What follows belongs to an exercise in optimizing a design on an open flow for small area, a short achievable clock period and few clock cycles per item; a production flow would make more cautious choices.
RTL that was checked went through simulation tests only; none was proved equivalent to the original.

==> flow/design.v (excerpt) <==
module M1 (
  input logic Clock,
  input logic Resetn,
  input logic Start,
  output logic Stop,
  output logic[17:0]   SRAM_address,
  output logic[15:0]   SRAM_write_data,
  output logic         SRAM_we_n,
  input logic[15:0]    SRAM_read_data
);
For scale: ~1,900 cells after synthesis, ~55 I/O pins, ~21,000 um^2 of cells after synthesis.
Settings: LEC_CHECK=0, CAP_MARGIN=20, CORE_MARGIN=2, CORE_UTILIZATION=40, SLEW_MARGIN=20; clock period 24.0 ns.
standard.sh (not shown) runs the stock make flow with config.mk's settings and CLKGATE_MAP_FILE= SYNTH_SCRIPT=/design/flow/synth_recipe.tcl, a recipe that flattens the netlist after the stock synthesis.
==> flow/flow/run.sh <==
#!/bin/bash
# Standard synthesis and layout, with faster port buffers (buf_4) and the
# extra ORFS settings listed in flow/make.env (one NAME=value per line).
# Logs go to this folder.
set -uo pipefail
here=$(pwd)
args=()
while IFS= read -r line; do [ -n "$line" ] && args+=("$line"); done < flow/make.env
bash standard.sh synth > "$here/synth.log" 2>&1 || exit 1
bash standard.sh finish "BUFFER_PORTS_ARGS=-buffer_cell sky130_fd_sc_hd__buf_4" \
  "${args[@]}" > "$here/layout.log" 2>&1 || exit 1
==> flow/flow/make.env <==
CTS_CLUSTER_SIZE=25
CTS_CLUSTER_DIAMETER=100
Then changed:
--- a/flow/design.v
+++ b/flow/design.v
@@ -13,31 +13,33 @@
 localparam logic [17:0] U_START   = 18'd38400;
 localparam logic [17:0] V_START   = 18'd57600;
 localparam logic [17:0] RGB_START = 18'd146944;
 logic        act;
 logic [9:0]  ph;       
 logic [16:0] ya;       
 logic [17:0] wa;       
 logic [6:0]  col;      
 logic        wen;
-logic [7:0]  cw [0:15];
+logic [7:0]  pu [0:7];
+logic [7:0]  pv [0:7];
 logic [15:0] yw;              
-logic i_3, m0, m78, m79;
+logic i_v, i_3, m0, m78, m79;
 always_comb begin
+  i_v = ph[1] | ph[5];        
   i_3 = ph[4] | ph[5];        
   m0  = (col == 7'd0);
   m78 = (col == 7'd78);
   m79 = (col == 7'd79);
 end
 logic [7:0] t [0:5];
 logic [7:0] s0, s1, s2, s3, s4, s5;
 always_comb begin
-  for (int k = 0; k < 6; k++) t[k] = cw[2*k];
+  for (int k = 0; k < 6; k++) t[k] = i_v ? pv[k] : pu[k];
   s1 = (m0 & ~i_3) ? t[2] : t[1];
   s0 = m0 ? s1 : t[0];
   s2 = t[2];
   s3 = (m79 & i_3) ? t[2] : t[3];
   s4 = m79 ? s3 : t[4];
   s5 = m79 ? s3 : (m78 & i_3) ? t[4] : t[5];
 end
 logic [8:0] ia, ib, ic;       
 always_ff @(posedge Clock) begin
@@ -118,20 +120,20 @@
 wire ti_w137 = ic[7] ^ ti_w84 ^ ti_w108; wire ti_w138 = (ic[7] & ti_w84) | (ti_w108 & (ic[7] ^ ti_w84));
 wire [16:0] ti_ra = {1'b0, ic[8], ti_w136, ti_w134, ti_w132, ti_w130, ti_w128, ti_w126, ti_w124, ti_w122, ti_w120, ti_w118, ti_w116, ti_w114, ti_w112, ti_w110, 1'b1};
 wire [16:0] ti_rb = {1'b0, ti_w138, ti_w137, ti_w135, ti_w133, ti_w131, ti_w129, ti_w127, ti_w125, ti_w123, ti_w121, ti_w119, ti_w117, ti_w115, ti_w113, ti_w111, ti_w109};
 assign isum = ti_ra + ti_rb;
 logic [7:0] ey;
 logic [8:0] eu, ev, ex;       
 logic       mb;               
 logic [8:0] u_even, v_even;
 always_comb begin
-  u_even = {cw[4][7], ~cw[4][7], cw[4][6:0]};
-  v_even = {cw[5][7], ~cw[5][7], cw[5][6:0]};
+  u_even = {pu[2][7], ~pu[2][7], pu[2][6:0]};
+  v_even = {pv[2][7], ~pv[2][7], pv[2][6:0]};
 end
 always_ff @(posedge Clock) begin
   ey <= ({8{ph[0]}} & SRAM_read_data[15:8])
       | ({8{ph[1] | ph[4] | ph[5]}} & yw[15:8])
       | ({8{ph[2] | ph[3] | ph[6] | ph[7]}} & yw[7:0]);
   if (ph[0] | ph[4]) eu <= u_even;
   else if (ph[1] | ph[5]) eu <= ichr;
   if (ph[0] | ph[4]) ev <= v_even;
   else if (ph[2] | ph[6]) ev <= ichr;
@@ -403,22 +405,27 @@
     if (ph[3]) SRAM_address <= V_START + 18'd2 + {{2{ya[16]}}, ya[16:1]};
     if (ph[0] | ph[7]) begin SRAM_address <= {2'd0, ya[15:0]}; ya <= ya + 17'd1; end
     if (wr_next) begin SRAM_address <= wa; wa <= wa + 18'd1; end
     if (ph[1] && ya == 17'd2) wen <= 1'b1;
     if (ph[6]) col <= (col == 7'd79) ? 7'd0 : col + 7'd1;
   end
 end
 always_ff @(posedge Clock) begin
   if (ph[0] | ph[3]) yw <= SRAM_read_data;
-  if (ph[0] | ph[1] | ph[4] | ph[6]) begin
-    for (int k = 0; k < 15; k++) cw[k] <= cw[k+1];
-    cw[13] <= (ph[4] | ph[6]) ? SRAM_read_data[15:8] : cw[14];
-    cw[15] <= SRAM_read_data[7:0];
+  if (ph[2] | ph[4]) begin
+    for (int k = 0; k < 6; k++) pu[k] <= pu[k+1];
+    pu[6] <= ph[4] ? SRAM_read_data[15:8] : pu[7];
+    pu[7] <= SRAM_read_data[7:0];
+  end
+  if (ph[2] | ph[6]) begin
+    for (int k = 0; k < 6; k++) pv[k] <= pv[k+1];
+    pv[6] <= ph[6] ? SRAM_read_data[15:8] : pv[7];
+    pv[7] <= SRAM_read_data[7:0];
   end
   qx <= sX[26:16];
   qg <= sG[26:16];
   hb <= cx;
   if (ph[4] | ph[8]) SRAM_write_data <= {hb, cx};
   else if (ph[5] | ph[9]) SRAM_write_data <= {cg, cx};
   else SRAM_write_data <= {cx, cg};
 end
 endmodule
What happened:
- worst setup slack barely changes
- synthesized cell count is higher by a little under a tenth
- first-iteration DRC count is higher by a quarter to a third
- cell area is higher by a few percent
- wire length is higher by about a fifth
- non-clock buffer count is higher by 9
- cell count is higher by a few percent
- core utilization is higher by 0.33 points
- die area is higher by a few percent
- sequential share of layout area is lower by 1.3 points
- global-route usage is higher by 2.0 points
Function was not checked in any run of this note: the RTL went through the layout flow alone.


## run F
Another version of the RTL of M1 (not shown whole).
For scale: about 1800 cells after synthesis, roughly 310 flip-flops, roughly 55 I/O pins, ~0.020 sq mm of cells after synthesis.
==> flow/design.v (excerpt) <==
module M1 (
  input logic Clock,
  input logic Resetn,
  input logic Start,
  output logic Stop,
  output logic[17:0]   SRAM_address,
  output logic[15:0]   SRAM_write_data,
  output logic         SRAM_we_n,
  input logic[15:0]    SRAM_read_data
);
export LEC_CHECK = 0
export CAP_MARGIN = 20
export CORE_MARGIN = 2
export CORE_UTILIZATION = 40
export SLEW_MARGIN = 20
create_clock -name core_clock -period 24.0 [get_ports {Clock}]
Scripts as last shown in full above: flow/flow/run.sh, flow/flow/make.env
Edits applied to the flow inputs when going from run F to run K:
--- a/flow/design.v
+++ b/flow/design.v
@@ -369,34 +369,31 @@
 function automatic logic [7:0] clip(input logic [10:0] x);
   if (x[10]) clip = 8'd0;
   else if (x[9:8] != 2'b00) clip = 8'd255;
   else clip = x[7:0];
 endfunction
 logic wr_next;     
 always_comb wr_next = wen & (ph[2] | ph[4] | ph[5] | ph[6] | ph[8] | ph[9]);
 logic we;          
 assign SRAM_we_n = ~we;
-logic fin;         
 always_ff @(posedge Clock or negedge Resetn) begin
   if (~Resetn) begin
     act <= 1'b0;
-    fin <= 1'b0;
     Stop <= 1'b0;
     we <= 1'b0;
   end else begin
     we <= 1'b0;
-    Stop <= fin;
     if (!act) begin
-      if (Start && !fin) act <= 1'b1;
+      if (Start && !Stop) act <= 1'b1;
     end else if (wr_next) begin
       we <= 1'b1;
       if (wa == 18'h3FFFF) begin
-        fin <= 1'b1;
+        Stop <= 1'b1;
         act <= 1'b0;
       end
     end
   end
 end
 always_ff @(posedge Clock) begin
   if (!act) begin
     ph <= 10'b00_0000_0100;
     ya <= -17'sd4;
[summary]
No run among run F and run K stopped early or left any final violation; all are clean.
Worst hold slack (higher): run F
Count of endpoints failing hold in the final timing report: run K vs run F identical
Looking at cell area reported after detailed placement, run K sits about 0.5% below run F.
Going from run F to run K, the summed instance area of the synthesized netlist was found to have gone down by about 0.7%.
For the last weighted congestion value of the routability-driven placer, run K came in about 1.1% higher than run F did.
Relative to run F, the final layout net count of run K is lower by 57.
| maximum frequency | run K vs run F | ≈ equal |
Final-layout fill cell count for run K: 72 down relative to run F
Testbench counts of run K, summed over its fixed seeds: cycles 768,120, images 4.
No functional check of the RTL was part of run F.


M1, a different RTL version from the one above (not shown whole).
Size: ~1800 cells after synthesis, ~55 I/O pins, roughly 0.020 mm2 of cells after synthesis.
clock: 24.0 ns
lec_check: 0
cap_margin: 20
core_margin: 2
core_utilization: 40
slew_margin: 20
Scripts as last shown in full above: flow/flow/run.sh, flow/flow/make.env
Next try:
--- a/flow/design.v
+++ b/flow/design.v
@@ -358,46 +358,47 @@
 wire tg_w205 = tg_w111 ^ tg_w160 ^ tg_w161; wire tg_w206 = (tg_w111 & tg_w160) | (tg_w161 & (tg_w111 ^ tg_w160));
 wire tg_w207 = tg_w115 ^ tg_w162 ^ tg_w163; wire tg_w208 = (tg_w115 & tg_w162) | (tg_w163 & (tg_w115 ^ tg_w162));
 wire tg_w209 = tg_w119 ^ tg_w164 ^ tg_w165; wire tg_w210 = (tg_w119 & tg_w164) | (tg_w165 & (tg_w119 ^ tg_w164));
 wire tg_w211 = tg_w123 ^ tg_w166 ^ tg_w167; wire tg_w212 = (tg_w123 & tg_w166) | (tg_w167 & (tg_w123 ^ tg_w166));
 wire tg_w213 = tg_w127 ^ tg_w168 ^ tg_w169; wire tg_w214 = (tg_w127 & tg_w168) | (tg_w169 & (tg_w127 ^ tg_w168));
 wire tg_w215 = ~(tg_w170 ^ tg_w171); wire tg_w216 = (tg_w170) | (tg_w171);
 wire tg_w217 = tg_w130 ^ tg_w172; wire tg_w218 = tg_w130 & tg_w172;
 wire [26:0] tg_ra = {1'b1, 1'b1, tg_w216, tg_w214, tg_w212, tg_w210, tg_w208, tg_w206, tg_w204, tg_w202, tg_w200, tg_w198, tg_w196, tg_w194, tg_w192, tg_w190, tg_w188, tg_w186, tg_w184, tg_w182, tg_w180, tg_w178, tg_w176, tg_w174, 1'b1, ~ev[1], ~ev[0]};
 wire [26:0] tg_rb = {1'b0, tg_w218, tg_w217, tg_w215, tg_w213, tg_w211, tg_w209, tg_w207, tg_w205, tg_w203, tg_w201, tg_w199, tg_w197, tg_w195, tg_w193, tg_w191, tg_w189, tg_w187, tg_w185, tg_w183, tg_w181, tg_w179, tg_w177, tg_w175, tg_w173, 1'b0, 1'b1};
 assign sG = tg_ra + tg_rb;
-logic [7:0] cx, cg;           
+logic [10:0] qx, qg;          
+logic [7:0] cx, cg;
 function automatic logic [7:0] clip(input logic [10:0] x);
   if (x[10]) clip = 8'd0;
   else if (x[9:8] != 2'b00) clip = 8'd255;
   else clip = x[7:0];
 endfunction
+always_comb begin
+  cx = clip(qx);
+  cg = clip(qg);
+end
 logic wr_next;     
 always_comb wr_next = wen & (ph[2] | ph[4] | ph[5] | ph[6] | ph[8] | ph[9]);
 logic we;          
 assign SRAM_we_n = ~we;
-logic fin;         
 always_ff @(posedge Clock or negedge Resetn) begin
   if (~Resetn) begin
     act <= 1'b0;
-    fin <= 1'b0;
     Stop <= 1'b0;
     we <= 1'b0;
   end else begin
     we <= 1'b0;
-    Stop <= fin;
     if (!act) begin
-      if (Start && !fin) act <= 1'b1;
+      if (Start && !Stop) act <= 1'b1;
     end else if (wr_next) begin
       we <= 1'b1;
       if (wa == 18'h3FFFF) begin
-        fin <= 1'b1;
         Stop <= 1'b1;
         act <= 1'b0;
       end
     end
   end
 end
 always_ff @(posedge Clock) begin
   if (!act) begin
     ph <= 10'b00_0000_0100;
     ya <= -17'sd4;
@@ -415,16 +416,16 @@
     if (ph[6]) col <= (col == 7'd79) ? 7'd0 : col + 7'd1;
   end
 end
 always_ff @(posedge Clock) begin
   if (ph[0] | ph[3]) yw <= SRAM_read_data;
   if (ph[0] | ph[1] | ph[4] | ph[6]) begin
     for (int k = 0; k < 15; k++) cw[k] <= cw[k+1];
     cw[13] <= (ph[4] | ph[6]) ? SRAM_read_data[15:8] : cw[14];
     cw[15] <= SRAM_read_data[7:0];
   end
-  cx <= clip(sX[26:16]);
-  cg <= clip(sG[26:16]);
+  qx <= sX[26:16];
+  qg <= sG[26:16];
   if (!(ph[4] | ph[8])) SRAM_write_data[15:8] <= (ph[5] | ph[9]) ? cg : cx;
   SRAM_write_data[7:0] <= (ph[2] | ph[6]) ? cg : cx;
 end
 endmodule
After rerunning: Setup slack hardly moves; hold slack improved by 0.013 ns; global-route usage went down by 0.65 points; clock skew is higher by 0.0068 ns; routed wire length decreases by 2.7%; non-clock buffer count went down by 2; area after synthesis increases by 0.32%; design area goes up by 0.36%.
Testbench counts after the change, summed over its fixed seeds: cycles 768,120, images 4.
The RTL of the first run of this note was laid out without a check of its function.

-- afterwards: timing with drivers on the ports --
In the flow no input, the clock included, has a driving cell. The finished layouts below were timed again as built, in two steps. Step 1, drivers: a clkbuf_16 drives Clock and a buf_2 each remaining input, both assumed. Step 2 moves the port delays by t, midway between the first and last clock arrival at a register: inputs arrive t later, outputs are due t later. That takes back most of the time a late clock gives input paths. Three values: no drivers, after step 1, after step 2; two values: the first two.
run	t (ns)	slack for setup (ns)	hold WS [ns]	worst setup path after step 2
the first run of note 1	0.583	18.098 / 18.041 / 18.503	0.417 / 0.417 / 0.417	input to register
the second run of note 1	0.585	18.100 / 18.043 / 18.499	0.427 / 0.427 / 0.427	input to register
run F	0.571	18.124 / 18.072 / 18.197	0.417 / 0.417 / 0.417	register to register
run K	0.574	18.120 / 18.069 / 18.430	0.412 / 0.412 / 0.412	register to register
the first run of note 3	0.567	18.119 / 18.071 / 18.233	0.406 / 0.406 / 0.406	input to register
the second run of note 3	0.574	18.117 / 18.067 / 18.513	0.419 / 0.419 / 0.419	input to register
After both steps every run listed still meets setup and hold.
